Background: an optimization exercise with open tools, aiming at small area, a short achievable clock period and few clock cycles per item. Do not read the settings as production practice.
Where RTL was checked, it was by simulation tests only, not by an equivalence proof against the original.
No functional check of the RTL was part of run 2.

==> flow/design.v, too long to show whole: its modules and the start of the top module <==
// module logarithm: 1533 lines
// module log_fa: 4 lines
// module log_xor: 3 lines
// module log_maj: 3 lines
// module log_nand: 3 lines
// module log_nor: 3 lines
// module log_inv: 3 lines
// module log_aoi21: 3 lines
// module log_oai21: 3 lines
// module log_xnor: 3 lines
// module log_or: 3 lines
module logarithm #(
	parameter n = 16,
	parameter m = 24,
	parameter k = 5 ,
	parameter p = 24
) (
	input        clk  ,  
	input        reset,  
	input        start,
	input  [0:n] x    ,
	output [1:p] y    ,
	output       done
);
  // ...
==> flow/flow/run.sh <==
#!/bin/bash
# Standard layout, with the smallest buffer on the ports instead of the
# delay buffer that buffer_ports picks by default.
set -e
export BUFFER_PORTS_ARGS="-buffer_cell sky130_fd_sc_hd__buf_1"
bash standard.sh finish > standard_flow.log 2>&1
==> flow/standard.sh <==
#!/bin/bash
# synth_recipe.tcl (not shown) runs the flow's synth.tcl, then flattens the netlist and writes it again
# the make line also repeats each setting of config.mk as NAME=value (left out here)
make -C /OpenROAD-flow-scripts/flow DESIGN_CONFIG=/design/flow/config.mk WORK_HOME=/design/flow/orfs CLKGATE_MAP_FILE= SYNTH_SCRIPT=/design/flow/synth_recipe.tcl "${@:-finish}"
==> flow/config.mk <==
export PLATFORM = sky130hd
export DESIGN_NAME = logarithm
export DESIGN_NICKNAME = logarithm
export VERILOG_FILES = /design/flow/design.v
export SDC_FILE = /design/flow/constraint.sdc
export NUM_CORES = 4
export LEC_CHECK = 0
export CAP_MARGIN = 20
export CORE_MARGIN = 2
export CORE_UTILIZATION = 40
export SETUP_SLACK_MARGIN = 3.8
export SLEW_MARGIN = 60
export SYNTH_HIERARCHICAL = 1
export SYNTH_MINIMUM_KEEP_SIZE = 0
==> flow/constraint.sdc <==
create_clock -name core_clock -period 9.0 [get_ports {clk}]
set_input_delay 1.8000 -clock core_clock [delete_from_list [all_inputs] [get_ports {clk}]]
set_output_delay 1.8000 -clock core_clock [all_outputs]
set_load 0.01 [all_outputs]
==> impl_results.md, run 1 <==
- Outcome: complete, no violations
- Total GRT Usage: 0.210
- Post-synth top area cell: fa_1
- Final non-filler cell total: roughly 1,500
- Vias/cell: around 5.2
- CP Capture Type: flop
- Adder-cell share of the synthesized area: 0.447
- Top Layer Used: met4
- Post-DP Area: 10,800 sq um
- Worst Setup EP: f[16]$_DFF_P_
- First-pass GRT wire length: 44,200 microns
- Clock buffer count: 5
- Clock skew: 0.00943 ns
- DR iter-0 viols: 524
- WL final: 27,300 microns
- Crit path DAT: 5.24 ns
- Levels on crit path: 18
- Setup violators final: 0
- Clk Latency, worst-skew pair: 0.29 ns
- Hold buffers post-CTS: 0
- Primary FF master, synth: edfxtp_1
- Crit path buf inv count: 2
- DP HPWL: 19,700 microns
- Post-synthesis simple-gate area fraction: 0.208
- GR Util met3: 0.0229
- Fillers: between 2,000 and 3,000
- Top class by area: multi-input combinational cells
- ANT nets after route: 0
- Setup tns final: 0 ns
- Synthesized cell area: 10,300 sq um
Testbench counts, summed over its fixed seeds: cycles 41,600, items 1,600.
==> inputs of run 2 (changes only) <==
--- a/flow/design.v
+++ b/flow/design.v
@@ -7,17 +7,16 @@
 	input        clk  ,  
 	input        reset,  
 	input        start,
 	input  [0:n] x    ,
 	output [1:p] y    ,
 	output       done
 );
 	reg  [23:0] f;
-	reg  [24:0] r;           
 	wire s1;
 	wire c2;
 	wire s3;
 	wire c4;
 	wire s5;
 	wire c6;
 	wire s7;
 	wire c8;
@@ -1507,45 +1506,113 @@
 	log_xor u_sum45 (pp_[45], cy[45], t[45]);
 	log_xor u_sum46 (pp_[46], cy[46], t[46]);
 	log_xor u_sum47 (pp_[47], cy[47], t[47]);
 	log_xor u_sum48 (pp_[48], cy[48], t[48]);
 	log_xor u_sum49 (pp_[49], cy[49], t[49]);
 	assign t[23:0] = 24'd0;
 	wire [25:0] s  = t[49:24];
 	wire        b  = f >= 24'd6949351;
-	wire        ld = r[24];
-	wire        sh = ~ld & b;    
-	wire        sk = ~ld & ~b;   
+	wire ge1 = f >= 24'd1518468;
+	wire ge2 = f >= 24'd3174369;
+	wire ge3 = f >= 24'd4980142;
+	wire ge4 = b;
+	wire ge5 = f >= 24'd9096789;
+	wire ge6 = f >= 24'd11438586;
+	wire ge7 = f >= 24'd13992335;
+	wire tb0 = ge4;
+	wire tb1 = (tb0 ? ge6 : ge2);
+	wire tb2 = (tb0 ? (tb1 ? ge7 : ge5) : (tb1 ? ge3 : ge1));
+	wire [2:0] tbits = {tb0, tb1, tb2};
+	reg  [21:0] sr;          
+	wire        dn = sr[21];
+	wire        sh = ~dn & b;      
+	wire        sk = ~dn & ~b;     
+	wire        hd = dn & ~start;  
+	wire [23:0] fh;
+	log_and u_hold0 (hd, f[0], fh[0]);
+	log_and u_hold1 (hd, f[1], fh[1]);
+	log_and u_hold2 (hd, f[2], fh[2]);
+	log_and u_hold3 (hd, f[3], fh[3]);
+	log_and u_hold4 (hd, f[4], fh[4]);
+	log_and u_hold5 (hd, f[5], fh[5]);
+	log_and u_hold6 (hd, f[6], fh[6]);
+	log_and u_hold7 (hd, f[7], fh[7]);
+	log_and u_hold8 (hd, f[8], fh[8]);
+	log_and u_hold9 (hd, f[9], fh[9]);
+	log_and u_hold10 (hd, f[10], fh[10]);
+	log_and u_hold11 (hd, f[11], fh[11]);
+	log_and u_hold12 (hd, f[12], fh[12]);
+	log_and u_hold13 (hd, f[13], fh[13]);
+	log_and u_hold14 (hd, f[14], fh[14]);
+	log_and u_hold15 (hd, f[15], fh[15]);
+	log_and u_hold16 (hd, f[16], fh[16]);
+	log_and u_hold17 (hd, f[17], fh[17]);
+	log_and u_hold18 (hd, f[18], fh[18]);
+	log_and u_hold19 (hd, f[19], fh[19]);
+	log_and u_hold20 (hd, f[20], fh[20]);
+	log_and u_hold21 (hd, f[21], fh[21]);
+	log_and u_hold22 (hd, f[22], fh[22]);
+	log_and u_hold23 (hd, f[23], fh[23]);
+	wire [23:0] fs;              
+	log_a22oi u_sel0 (sh, s[1], sk, s[0], fs[0]);
+	log_a22oi u_sel1 (sh, s[2], sk, s[1], fs[1]);
+	log_a22oi u_sel2 (sh, s[3], sk, s[2], fs[2]);
+	log_a22oi u_sel3 (sh, s[4], sk, s[3], fs[3]);
+	log_a22oi u_sel4 (sh, s[5], sk, s[4], fs[4]);
+	log_a22oi u_sel5 (sh, s[6], sk, s[5], fs[5]);
+	log_a22oi u_sel6 (sh, s[7], sk, s[6], fs[6]);
+	log_a22oi u_sel7 (sh, s[8], sk, s[7], fs[7]);
+	log_a22oi u_sel8 (sh, s[9], sk, s[8], fs[8]);
+	log_a22oi u_sel9 (sh, s[10], sk, s[9], fs[9]);
+	log_a22oi u_sel10 (sh, s[11], sk, s[10], fs[10]);
+	log_a22oi u_sel11 (sh, s[12], sk, s[11], fs[11]);
+	log_a22oi u_sel12 (sh, s[13], sk, s[12], fs[12]);
+	log_a22oi u_sel13 (sh, s[14], sk, s[13], fs[13]);
+	log_a22oi u_sel14 (sh, s[15], sk, s[14], fs[14]);
+	log_a22oi u_sel15 (sh, s[16], sk, s[15], fs[15]);
+	log_a22oi u_sel16 (sh, s[17], sk, s[16], fs[16]);
+	log_a22oi u_sel17 (sh, s[18], sk, s[17], fs[17]);
+	log_a22oi u_sel18 (sh, s[19], sk, s[18], fs[18]);
+	log_a22oi u_sel19 (sh, s[20], sk, s[19], fs[19]);
+	log_a22oi u_sel20 (sh, s[21], sk, s[20], fs[20]);
+	log_a22oi u_sel21 (sh, s[22], sk, s[21], fs[21]);
+	log_a22oi u_sel22 (sh, s[23], sk, s[22], fs[22]);
+	log_a22oi u_sel23 (sh, s[25], sk, s[23], fs[23]);
 	always @(posedge clk)
-		f <= ({24{sh}} & {s[25], s[23:1]}) | ({24{sk}} & s[23:0]) |
-		     ({24{ld}} & {x[1:n], {(m-n){1'b0}}});
+		f <= ~fs | fh | ({24{start & x[0]}} & {x[1:n], {(m-n){1'b0}}});
 	always @(posedge clk or negedge reset) begin
 		if (~reset)
-			r[24] <= 1'b1;
-		else if (start | ~r[24])
-			r[24] <= start ? 1'b0 : r[23];
+			sr[21] <= 1'b1;
+		else if (start | ~dn)
+			sr[21] <= start ? 1'b0 : sr[20];
 	end
 	always @(posedge clk) begin
-		if (start | ~r[24])
-			r[23:0] <= start ? 24'd1 : {r[22:0], b & x[0]};
+		if (start | ~dn)
+			sr[20:0] <= start ? 21'd1 : {sr[19:0], b};
 	end
-	assign done = r[24];
-	assign y    = r[23:0];
+	assign done = dn;
+	assign y    = {sr[20:0], tbits};
 endmodule
 module log_fa (input a, input b, input c, output s, output co);
 	assign s  = a ^ b ^ c;
 	assign co = (a & b) | (a & c) | (b & c);
 endmodule
 module log_xor (input a, input b, output y);
 	assign y = a ^ b;
 endmodule
 module log_maj (input a, input b, input c, output y);
 	assign y = (a & b) | (a & c) | (b & c);
 endmodule
+module log_a22oi (input a, input b, input c, input d, output y);
+	assign y = ~((a & b) | (c & d));
+endmodule
+module log_and (input a, input b, output y);
+	assign y = a & b;
+endmodule
 module log_nand (input a, input b, output y);
 	assign y = ~(a & b);
 endmodule
 module log_nor (input a, input b, output y);
 	assign y = ~(a | b);
 endmodule
 module log_inv (input a, output y);
 	assign y = ~a;
==> flow/config.mk (replaced) <==
export PLATFORM = sky130hd
export DESIGN_NAME = logarithm
export DESIGN_NICKNAME = logarithm
export VERILOG_FILES = /design/flow/design.v
export SDC_FILE = /design/flow/constraint.sdc
export NUM_CORES = 4
export LEC_CHECK = 0
export CAP_MARGIN = 20
export CORE_MARGIN = 2
export CORE_UTILIZATION = 40
export SETUP_SLACK_MARGIN = 4.0
export SLEW_MARGIN = 60
export SYNTH_HIERARCHICAL = 1
export SYNTH_MINIMUM_KEEP_SIZE = 0
==> run 2 against run 1 <==
  * Maximum frequency up 3.8%
  * Critical endpoint is now f[18]$_DFF_P_
  * Setup slack improved by 0.18 ns
  * Cell count rose by 5.6%
  * Still clean
==> impl_results.md, run 2 <==
- Final min period: 4.83 ns
- Post-synth EDFFs: 21
- Die Y: 168 microns
- Area Growth Syn to Fin: 15.0%
- Hold Crit Start: sr[20]$_SDFFCE_PP0N_
- Die width: 168 microns
- Slew Viols, Final: 0
- Top post-synthesis cells by count: nand2_1, fa_1, nor2_1
- Clock skew: 0.0223 ns (+0.0129 ns)
- Largest net degree at the start of global routing: 32
- Residual DRC: 0
- H-tree levels: 2
- Row Count: 60
- Syn Area/Cell: 8.63 sq um
- Worst reg2reg path startpoint: f[0]$_DFF_P_
- Starting density of the core: 0.405
- #FFs+latches synth: 46
- GRT Residual Overflow: 0
- Number of cells on the worst reg-to-reg path: 18
- R2r endpoint: f[18]$_DFF_P_
- Top-count cell post-synth: nand2_1
- Crit path kind: reg2reg
- First-pass GRT wire length: 47,900 microns (+8.2%)
- TritonCTS clock tree: built
- Outcome: complete, no violations
- Slew @ Worst Pin: 0.601 ns
- Post-synth top area cell: fa_1
- Layout Utilization: 0.465
- Min-Delay Endpoint: sr[21]$_DFFE_PN1N_
- Worst Path Max Fanout: 17
- Fin crit share: 0.536
- N_diodes: 0
- Initial antenna violation count: 2
- Share of cells above drive strength 1: 0.147
- Max-Cap Viols: 0
- Post-synth cell types: 53
- Commonest non-fill, non-tap cell in the layout: nand2_1
- Root buffer cell: clkbuf_16
- DP HPWL: 21,200 microns (+7.6%)
- Seq/Total Area, Yosys: 0.105
- Max reg flops: 24
- Yosys Warn Count: 7
- Hold Path Depth: 2
- Vias/cell: 5.45 (+4.5%)
- Die ar.: 28,400 sq um
- Post-synth top area share: 0.427
- CTS buffer count: 5
- Synth area leaders: fa_1, nand2_1, edfxtp_1
- Clock sinks: 46
- Port Buffer Count: 44
- Total GRT Usage: 0.215 (+0.00508)
- Clk slew on worst S/H paths: 0.10 ns
- Drt pass-1 iters: 5
- Commonest cells after routing, fill and taps aside: nand2_1, fa_1, inv_1, nor2_1, xor2_1
- Top Registers: f: 24 flops, sr: 22 flops
- Required time of the critical path: between 9 and 10 ns
- CP Capture Type: flop
- Critical Path Start Type: flop
- Max Root-Sink Buffers: 2
- NumNets Final: 1,540
- Core Footprint: 26,700 sq um
- Flop2flop setup slack: 4.17 ns
- Setup violators final: 0 (unchanged)
- Primary FF master, synth: dfxtp_1
- Unrepaired setup endpoints after global routing: yes
- Ports: 45
- Setup tns final: 0 ns (unchanged)
- Worst relative slew slack: 0.599
- Asr flop ratio synth: 0.0217
- Fmax: between 200 and 250 MHz
- Clk Latency, worst-skew pair: 0.32 ns (+0.03 ns)
- Most flop-heavy register: f
- ANT nets after route: 0 (unchanged)
- Mapped Cells: 1,254
- Gpl congestion: 0.859
- Worst hold path class: reg2reg
- WHS: 0.517 ns
- Hold Fails Final Rpt: 0
- Vias in the first global route: 9,157
- Crit path DAT: 5.02 ns (-0.22 ns)
- WL final: 32,400 microns (+19%)
- DR iter-0 viols: 625 (+19%)
- Synthesized cell area: 10,800 sq um (+4.6%)
- Vias: 8,893
- Drt wl/cell: 19.9 microns
## run 2: cell count changes after synthesis, moves of 19 or more
cell      previous run  this run
and2_1               0        25
nor2b_1             39        20
buf_1                0        21
clkbuf_1            76        37
a22oi_2              0        24
o21ai_0             23         3
## run 2: modules after synthesis (local to each module, per instance), a selection
module	cells	flip-flops and latches	cell area, sq um
logarithm	592	46	3710
log_fa	1	0	20.0
log_xor	1	0	8.76
log_oai21	1	0	5.00
log_nor	1	0	3.75
log_nand	1	0	3.75
## run 2: stage by stage
step                instance area [sq um]  instances  worst slack [ns]
floorplan                           10900       1259              4.00
CTS                                 11600       1601              4.00
detailed placement                  11300       1592              3.53
finish                              12400       1631              4.17
global placement                    11300       1592              3.44
global route                        12400       1631              3.97
## run 2: cell families after synthesis
group                    Yosys count  share of synthesized area
AND/OR/NAND/NOR                  580                      0.231
adder cells (fa/ha/maj)          231                      0.427
buffers and inverters            167                     0.0626
AO/OA/AOI/OAI                    158                      0.116
XOR/XNOR                          71                     0.0575
flip-flops                        46                      0.105
other                              1                   0.000347
## run 2: critical path, cell delays in order (launching register included)
cell,delay [ns]
dfxtp_4,0.42
buf_12,0.16
nand2_1,0.09
fa_1,0.52
fa_1,0.51
fa_1,0.40
fa_1,0.46
fa_1,0.55
nand2_1,0.13
a21oi_4,0.22
o21ai_4,0.12
a21oi_2,0.15
o21ai_2,0.09
a21oi_4,0.14
buf_12,0.17
o21ai_1,0.09
xor2_1,0.20
a22oi_2,0.17
nand3b_1,0.08
## run 2: final cells by class
cell class / instances / area [sq um]
sequential: 46 / 1190
timing repair buffer: 101 / 1150
multi-input combinational: 1047 / 9190
tap: 341 / 427
fill: 2510 / 14300
clock inverter: 3 / 23.8
inverter: 88 / 330
clock buffer: 5 / 125
## run 2: worst max-delay path by stage
stage,startpoint,endpoint,depth (start not counted),slack [ns]
floorplan,f[0]$_DFF_P_,f[15]$_DFF_P_,18,4.00
global placement,f[4]$_DFF_P_,f[21]$_DFF_P_,16,3.44
detailed placement,f[3]$_DFF_P_,f[12]$_DFF_P_,17,3.53
CTS,f[18]$_DFF_P_,f[12]$_DFF_P_,18,4.00
global route,f[9]$_DFF_P_,f[18]$_DFF_P_,17,3.97
finish,f[0]$_DFF_P_,f[18]$_DFF_P_,18,4.17
## run 2: routing by layer
metal / GRT usage / part of all wire / wire length [microns]
met2: 0.367 / 0.49 / 15800
met4: 0.0588 / 0.034 / 1110
met5: 0 / 0 / 0
met1: 0.287 / 0.40 / 12800
met3: 0.0316 / 0.082 / 2650
## run 2: what timing repair did
action / 4_1_cts / 5_1_grt
hold buffers: 0 / 0
pin swaps: 0 / 7
setup endpoints to repair: 17 / 19
gates cloned: 0 / 16
setup buffers: 1 / 14
gates resized for setup: 21 / 100

## separate check: timing with driven ports
No port has a modelled driver above. Below, the same layouts with a new extraction and two added sets of constraints.
Step 1 (the two cells are an assumption about what drives the block):
set clk [get_ports {clk}]
set_driving_cell -lib_cell sky130_fd_sc_hd__clkbuf_16 $clk
set_driving_cell -lib_cell sky130_fd_sc_hd__buf_2 [delete_from_list [all_inputs] $clk]
Step 2 also shifts input and output timing later by t, the mid clock arrival at the registers, as if the neighbouring blocks saw the same clock.
Three values: no drivers, after step 1, after step 2; two values: the first two.
run	shift t [ns]	slack for setup (ns)	latest minus earliest clock arrival (ns)
run 1	0.324	3.990 / 3.990 / 3.990	0.009 / 0.009
run 2	0.357	4.173 / 4.173 / 4.173	0.022 / 0.023
After both steps setup and hold are still met in every run listed.
